Source: an optimization exercise on an open RTL-to-GDS flow (aim: small area). Production flows keep margins and buffers that such runs may drop. The RTL was checked by simulation tests, not by an equivalence proof against the original design.

// NfiVe32_CORE
module NfiVe32_CORE (
	input					HCLK,							 
	input					HRESETn,						 
	output 	wire [31:0]		HADDR,				 
	output 	wire [ 2:0]  	HSIZE,				 
	output 	wire [ 1:0]  	HTRANS,				 
	output 	wire [31:0]  	HWDATA,				 
	output 	wire         	HWRITE,				 
	input  	wire [31:0]  	HRDATA,				 
	input  	wire         	HREADY,				 
	output	wire			SLEEP,
  	input  	wire         	NMI,				 
  	input  	wire         	IRQ,				 
    input  	wire [4:0]   	IRQ_NUM,			 
  	input  	wire 	    	SYSTICKCLK,			 
	output	wire			SYSTICKINT,
  	output 	wire [31:0]		IRQ_MASK,
	output	wire			SAFE_TO_HALT
);
    reg [1:0]   CYC, NCYC;
    reg         RUN;
    reg         IS32;
    reg         INEXCEPTION;
    reg [31:0]  PC;
    reg [31:0]  INSTR;
    reg [31:0]  R1;              
    reg [31:0]  CSR_TIME;
    reg [31:0]  CSR_TIMELOAD;
    reg [2:0]   CSR_MIE;
    reg [31:0]  CSR_IRQMASK;
    reg [31:0]  CSR_EPC;
    wire        C0 = (CYC==2'h0), C1 = (CYC==2'h1), C2 = (CYC==2'h2), C3 = (CYC==2'h3);
	wire [2:0]	func3		=	INSTR[14:12];
    wire        instr_i     =   (INSTR[6:2] == 5'b00_100);
	wire        instr_r     =   (INSTR[6:2] == 5'b01_100);
    wire        instr_lui   = 	(INSTR[6:2] == 5'b01_101);
	wire        instr_auipc = 	(INSTR[6:2] == 5'b00_101);
	wire        instr_branch = 	(INSTR[6:2] == 5'b11_000);
	wire        instr_jalr  = 	(INSTR[6:2] == 5'b11_001);
	wire        instr_jal   = 	(INSTR[6:2] == 5'b11_011);
    wire        instr_store = 	(INSTR[6:2] == 5'b01_000);
	wire        instr_load  = 	(INSTR[6:2] == 5'b00_000);
	wire		instr_muldiv	=	instr_r & (INSTR[31:25] == 7'b1);
    wire [11:0] csr_num     =   INSTR[31:20]; 
    wire        instr_priv  =   (INSTR[6:2] ==  5'h1C);
    wire        instr_wrcsr =   instr_priv & (func3 == 3'd1);
    wire        instr_sys0  =   instr_priv & (func3 == 3'b0);
  ...
Size in the first run: ~8700 cells after synthesis, roughly 1300 flip-flops.
Settings: LEC_CHECK=0, ABC_AREA=1, CAP_MARGIN=20, CORE_MARGIN=2, CORE_UTILIZATION=55, CTS_BUF_LIST=sky130_fd_sc_hd__clkbuf_4, CTS_CLUSTER_DIAMETER=50, CTS_CLUSTER_SIZE=10, SLEW_MARGIN=10; clock period 15.0 ns.
standard.sh (not shown) runs the stock make flow with config.mk's settings and CLKGATE_MAP_FILE= SYNTH_SCRIPT=/design/flow/synth_recipe.tcl, a recipe that flattens the netlist after the stock synthesis.
==> flow/flow/run.sh <==
#!/bin/bash
set -e
export CTS_ARGS="-sink_clustering_enable -repair_clock_nets -dont_use_dummy_load -sink_clustering_size 10 -sink_clustering_max_diameter 50 -buf_list sky130_fd_sc_hd__clkbuf_4"
bash standard.sh > standard_flow.log 2>&1
The baseline produced a clean layout.
Edit:
==> flow/flow/run.sh (replaced) <==
#!/bin/bash
set -e
export CTS_ARGS="-sink_clustering_enable -repair_clock_nets -dont_use_dummy_load -sink_clustering_size 15 -sink_clustering_max_diameter 50 -buf_list sky130_fd_sc_hd__clkbuf_8"
bash standard.sh > standard_flow.log 2>&1
Settings changed: CORE_UTILIZATION 55 to 60, CTS_BUF_LIST sky130_fd_sc_hd__clkbuf_4 to sky130_fd_sc_hd__clkbuf_8, CTS_CLUSTER_SIZE 10 to 15.
The new run produced a clean layout.
Worst setup slack got worse by 0.13 ns.
Die area fell by a little under a tenth.
Global-route usage rose by 3.3 points.
Edit:
Settings changed: CORE_UTILIZATION 60 to 55.
What happened:
- critical path depth is higher by 3
- register-to-register slack gains 0.51 ns
- final cell count is higher by 2.1%
- clock-buffer cell count is higher by 3

========
Another version of the RTL of NfiVe32_CORE (not shown whole).
Size: about 8600 cells after synthesis, about 1300 flip-flops, ~150 I/O pins, ~79000 um^2 of cells after synthesis.
clock: 15.0 ns
lec_check: 0
abc_area: 1
cap_margin: 20
core_margin: 2
core_utilization: 50
cts_buf_list: sky130_fd_sc_hd__clkbuf_16
cts_cluster_diameter: 60
cts_cluster_size: 25
gpl_timing_driven: 0
slew_margin: 10
run.sh (not shown) runs the stock make flow with config.mk's settings and CLKGATE_MAP_FILE= SYNTH_SCRIPT=/design/flow/synth_recipe.tcl, a recipe that flattens the netlist after the stock synthesis.
Stock flow here: none of the scripts above is used.
The starting point finished but fails on setup timing.
Change:
==> flow/flow/run.sh (new file) <==
#!/bin/bash
set -e
export CTS_ARGS="-sink_clustering_enable -repair_clock_nets -dont_use_dummy_load -sink_clustering_size 15 -sink_clustering_max_diameter 50 -buf_list sky130_fd_sc_hd__clkbuf_8"
bash standard.sh > standard_flow.log 2>&1
==> flow/standard.sh (new file) <==
#!/bin/bash
# synth_recipe.tcl (not shown) runs the flow's synth.tcl, then flattens the netlist and writes it again
# the make line also repeats each setting of config.mk as NAME=value (left out here)
make -C /OpenROAD-flow-scripts/flow DESIGN_CONFIG=/design/flow/config.mk WORK_HOME=/design/flow/orfs CLKGATE_MAP_FILE= SYNTH_SCRIPT=/design/flow/synth_recipe.tcl "${@:-finish}"
- CTS_BUF_LIST: sky130_fd_sc_hd__clkbuf_16 -> sky130_fd_sc_hd__clkbuf_8
- CTS_CLUSTER_DIAMETER: 60 -> 50
- CTS_CLUSTER_SIZE: 25 -> 15
- GPL_TIMING_DRIVEN: 0 -> default
removed: flow/run.sh
After rerunning: This time the run finished clean. Core utilization is lower by 1.2 points. Wire length is lower by roughly a tenth. Setup slack improved by 0.42 ns. Area after synthesis does not change. Clock skew is higher by 0.10 ns. Register-to-register slack improved by 0.11 ns.

========
Starting RTL as in the previous note.
==> flow/design.v (excerpt) <==
module NfiVe32_CORE (
	input					HCLK,							 
	input					HRESETn,						 
	output 	wire [31:0]		HADDR,				 
	output 	wire [ 2:0]  	HSIZE,				 
	output 	wire [ 1:0]  	HTRANS,				 
	output 	wire [31:0]  	HWDATA,				 
	output 	wire         	HWRITE,				 
	input  	wire [31:0]  	HRDATA,				 
	input  	wire         	HREADY,				 
	output	wire			SLEEP,
  	input  	wire         	NMI,				 
  	input  	wire         	IRQ,				 
    input  	wire [4:0]   	IRQ_NUM,			 
  	input  	wire 	    	SYSTICKCLK,			 
	output	wire			SYSTICKINT,
  	output 	wire [31:0]		IRQ_MASK,
	output	wire			SAFE_TO_HALT
);
clock: 15.0 ns
lec_check: 0
abc_area: 1
cap_margin: 20
core_margin: 2
core_utilization: 50
cts_buf_list: sky130_fd_sc_hd__clkbuf_8
cts_cluster_diameter: 50
cts_cluster_size: 15
slew_margin: 10
Stock flow here: none of the scripts above is used.
The starting point finished clean.
Next try:
==> flow/flow/run.sh (new file) <==
#!/bin/bash
set -e
export CTS_ARGS="-sink_clustering_enable -repair_clock_nets -dont_use_dummy_load -sink_clustering_size 15 -sink_clustering_max_diameter 50 -buf_list sky130_fd_sc_hd__clkbuf_8"
bash standard.sh > standard_flow.log 2>&1
==> flow/standard.sh (new file) <==
#!/bin/bash
# synth_recipe.tcl (not shown) runs the flow's synth.tcl, then flattens the netlist and writes it again
# the make line also repeats each setting of config.mk as NAME=value (left out here)
make -C /OpenROAD-flow-scripts/flow DESIGN_CONFIG=/design/flow/config.mk WORK_HOME=/design/flow/orfs CLKGATE_MAP_FILE= SYNTH_SCRIPT=/design/flow/synth_recipe.tcl "${@:-finish}"
--- a/flow/config.mk
+++ b/flow/config.mk
@@ -14,0 +15 @@
+export PLACE_DENSITY_LB_ADDON = 0.2
removed: flow/run.sh
Global-route usage drops by 0.94 points.
Core utilization drops by 1.2 points.
Flip-flop and latch count does not change.
Routed wire length drops by 2.6%.
Via count drops by 1.3%.
Setup slack gets worse by 0.024 ns.
Hold slack gets worse by 0.0051 ns.
Next try:
--- a/flow/config.mk
+++ b/flow/config.mk
@@ -11 +11 @@
-export CORE_UTILIZATION = 50
+export CORE_UTILIZATION = 55
@@ -15 +14,0 @@
-export PLACE_DENSITY_LB_ADDON = 0.2
Result: Global-route usage rises by 2.9 points. Count of clock-buffer cells in the layout falls by 4. Cell area is about the same.

[separate check: timing with driven ports]
Ports are ideal in the flow. The routed layouts listed here were re-timed in OpenROAD. Step 1: set_driving_cell puts a clkbuf_16 on HCLK and a buf_2 on each other input, an assumption about the parent block. Step 2 times the ports against the registers' clock, not the clock port: input delays grow and output delays shrink by t, the midpoint of the rising clock arrivals with the driver on. a / b / c = no drivers / after step 1 / after step 2; a / b = the first two.
run	shift t [ns]	setup WS [ns]	worst data-port slew with drivers (ns)
the first run of note 1	1.313	0.662 / 0.626 / -0.687	0.12
the second run of note 1	0.930	0.529 / 0.583 / -0.347	0.12
the third run of note 1	0.945	0.569 / 0.521 / -0.424	0.14
the first run of note 2	0.849	-0.069 / -0.093 / -0.635	0.12
the second run of note 2	1.000	0.351 / 0.324 / -0.234	0.13
the first run of note 3	1.051	0.366 / 0.339 / -0.317	0.11
the second run of note 3	0.965	0.342 / 0.319 / -0.269	0.14
the third run of note 3	0.968	0.413 / 0.390 / -0.163	0.09
With both steps, setup timing fails in 7 of these runs, where it was met with ideal ports. For the first run of note 1, which loses most, drivers alone change the setup slack by -0.036 ns; drivers and shift together by -1.349 ns.
